Source: an optimization exercise on an open RTL-to-GDS flow (aim: small area and a short achievable clock period). Production flows keep margins and buffers that such runs may drop. In this exercise RTL edits were held to simulation tests only and were not proved equivalent to the original. No activity file was given, so power comes from the tool's default toggle rates.

// cpu
module cpu (clk,clrn,inst,pc,alu_out,reg1,reg2);
    input  [31:0] inst;
    input         clk, clrn;
    output [31:0] pc;
    output [31:0] alu_out;
    output [31:0] reg1, reg2;
    wire [5:0] op = inst[31:26];
    wire [4:0] rc = inst[25:21];
    wire [4:0] ra = inst[20:16];
    wire [4:0] rb = inst[15:11];
    wire [3:0] f  = op[3:0];
    reg  [31:0] pc_q;
    reg  [31:0] r1, r2, r3, r4, r5;
    reg         zf_q, sf_q, cf_q;
    assign pc   = pc_q;
    assign reg1 = r5;
    assign reg2 = r4;
    wire [31:0] a = ({32{ra == 5'd1}} & r1) | ({32{ra == 5'd2}} & r2) |
                    ({32{ra == 5'd3}} & r3) | ({32{ra == 5'd4}} & r4) |
                    ({32{ra == 5'd5}} & r5);
    wire        imm_sel = ~op[5] & op[4];
    wire [31:0] b = ({32{~imm_sel & (rb == 5'd1)}} & r1) | ({32{~imm_sel & (rb == 5'd2)}} & r2) |
                    ({32{~imm_sel & (rb == 5'd3)}} & r3) | ({32{~imm_sel & (rb == 5'd4)}} & r4) |
                    ({32{~imm_sel & (rb == 5'd5)}} & r5) |
  ...
Size: roughly 3100 cells after synthesis, ~200 flip-flops, roughly 0.021 mm² of cells after synthesis.
Settings: LEC_CHECK=0, ABC_AREA=1, CAP_MARGIN=5, CORE_MARGIN=2, CORE_UTILIZATION=40, SETUP_SLACK_MARGIN=5, SLEW_MARGIN=5, TNS_END_PERCENT=10; clock period 20.0 ns.
standard.sh (not shown) runs the stock make flow with config.mk's settings and CLKGATE_MAP_FILE= SYNTH_SCRIPT=/design/flow/synth_recipe.tcl, a recipe that flattens the netlist after the stock synthesis.
==> flow/flow/run.sh <==
#!/bin/bash
# The standard layout, with the port buffers made from sky130_fd_sc_hd__buf_1
# cells instead of the cell buffer_ports picks by default.
set -euo pipefail
bash standard.sh synth > synth.log 2>&1
bash standard.sh "BUFFER_PORTS_ARGS=-buffer_cell sky130_fd_sc_hd__buf_1" finish > layout.log 2>&1
Rerun with:
--- a/flow/design.v
+++ b/flow/design.v
@@ -618,37 +618,38 @@
     wire G377 = G345 | (P346 & G337);
     wire G379 = G347 | (P348 & G337);
     wire G381 = G349 | (P350 & G337);
     wire G383 = G351 | (P352 & G337);
     wire G385 = G353 | (P354 & G337);
     wire [31:0] g = {g0_31, g0_30, g0_29, g0_28, g0_27, g0_26, g0_25, g0_24, g0_23, g0_22, g0_21, g0_20, g0_19, g0_18, g0_17, g0_16, g0_15, g0_14, g0_13, g0_12, g0_11, g0_10, g0_9, g0_8, g0_7, g0_6, g0_5, g0_4, g0_3, g0_2, g0_1, g0_0};
     wire [31:0] p = {p0_31, p0_30, p0_29, p0_28, p0_27, p0_26, p0_25, p0_24, p0_23, p0_22, p0_21, p0_20, p0_19, p0_18, p0_17, p0_16, p0_15, p0_14, p0_13, p0_12, p0_11, p0_10, p0_9, p0_8, p0_7, p0_6, p0_5, p0_4, p0_3, p0_2, p0_1, p0_0};
     wire [31:0] c = {G383, G381, G379, G377, G375, G373, G371, G369, G367, G365, G363, G361, G359, G357, G355, G337, G335, G333, G331, G329, G327, G325, G323, G297, G295, G293, G291, G261, G259, G227, gg0, cin};
     wire        cout = G385;
+    wire [31:0] sum = p ^ c;
     wire        right = d_srl | d_sra;
     wire        fill  = d_sra & a[31];
     reg  [31:0] a_rev;
     integer i;
     always @* for (i = 0; i < 32; i = i + 1) a_rev[i] = a[31-i];
     wire [32:0] sw = {right ? a : a_rev, 1'b0};
     wire [4:0]  n  = b[4:0];
     wire [32:0] s0 = n[0] ? {{1{fill}},  sw[32:1]}  : sw;
     wire [32:0] s1 = n[1] ? {{2{fill}},  s0[32:2]}  : s0;
     wire [32:0] s2 = n[2] ? {{4{fill}},  s1[32:4]}  : s1;
     wire [32:0] s3 = n[3] ? {{8{fill}},  s2[32:8]}  : s2;
     wire [32:0] s4 = n[4] ? {{16{fill}}, s3[32:16]} : s3;
     reg  [31:0] shl;
     always @* for (i = 0; i < 32; i = i + 1) shl[i] = s4[32-i];
-    wire [31:0] pr = ({32{d_sum | d_or | d_xor}} & p) |
-                     ({32{d_and | d_or}} & g) |
-                     ({32{d_sll}} & shl) |
-                     ({32{right}} & s4[32:1]);
-    wire [31:0] r = pr ^ ({32{d_sum}} & c);
+    wire [31:0] r = ({32{d_sum}} & sum) |
+                    ({32{d_and | d_or}} & g) |
+                    ({32{d_or | d_xor}} & p) |
+                    ({32{d_sll}} & shl) |
+                    ({32{right}} & s4[32:1]);
     wire cf = (d_sum & ~d_mul & cout) | ((d_sll | right) & s4[0]);
     assign alu_out = r;
     wire wreg = alu_grp & (f <= 4'd8);
     always @(posedge clk or negedge clrn)
         if (!clrn) begin
             r1 <= 0; r2 <= 0; r3 <= 0; r4 <= 0; r5 <= 0;
         end else if (wreg) begin
             if (rc == 5'd1) r1 <= r;
             if (rc == 5'd2) r2 <= r;
Effect: Total power went down by 7.4%; non-clock buffer count went down by 5; global-route usage went down by 0.57 points; wire length went down by 0.89%; worst setup slack gets worse by 100 ps; core utilization went up by 0.32 points; sequential cell count does not change.

[re-timing with driven ports]
No port has a modelled driver above. Below, the same layouts with a new extraction and two added sets of constraints.
Step 1: set_driving_cell puts a clkbuf_16 on clk and a buf_2 on each other input, an assumption about the parent block.
Step 2 times the ports against the registers' clock, not the clock port: input delays grow and output delays shrink by t, the midpoint of the rising clock arrivals with the driver on.
Three values: no drivers, after step 1, after step 2; two values: the first two.
| run | t (ns) | setup slack, ns | hold slack, ns | slew at the worst register clock pin (ns) |
|---|---|---|---|---|
| the first run | 0.527 | 5.171 / 5.138 / 5.138 | 0.535 / 0.535 / 0.535 | 0.09 / 0.09 |
| the second run | 0.514 | 5.066 / 5.044 / 5.044 | 0.544 / 0.544 / 0.544 | 0.08 / 0.08 |
After both steps every run listed still meets setup and hold. The setup slack of the first run, which loses most, moves by -0.033 ns with the drivers and by -0.033 ns with both steps.
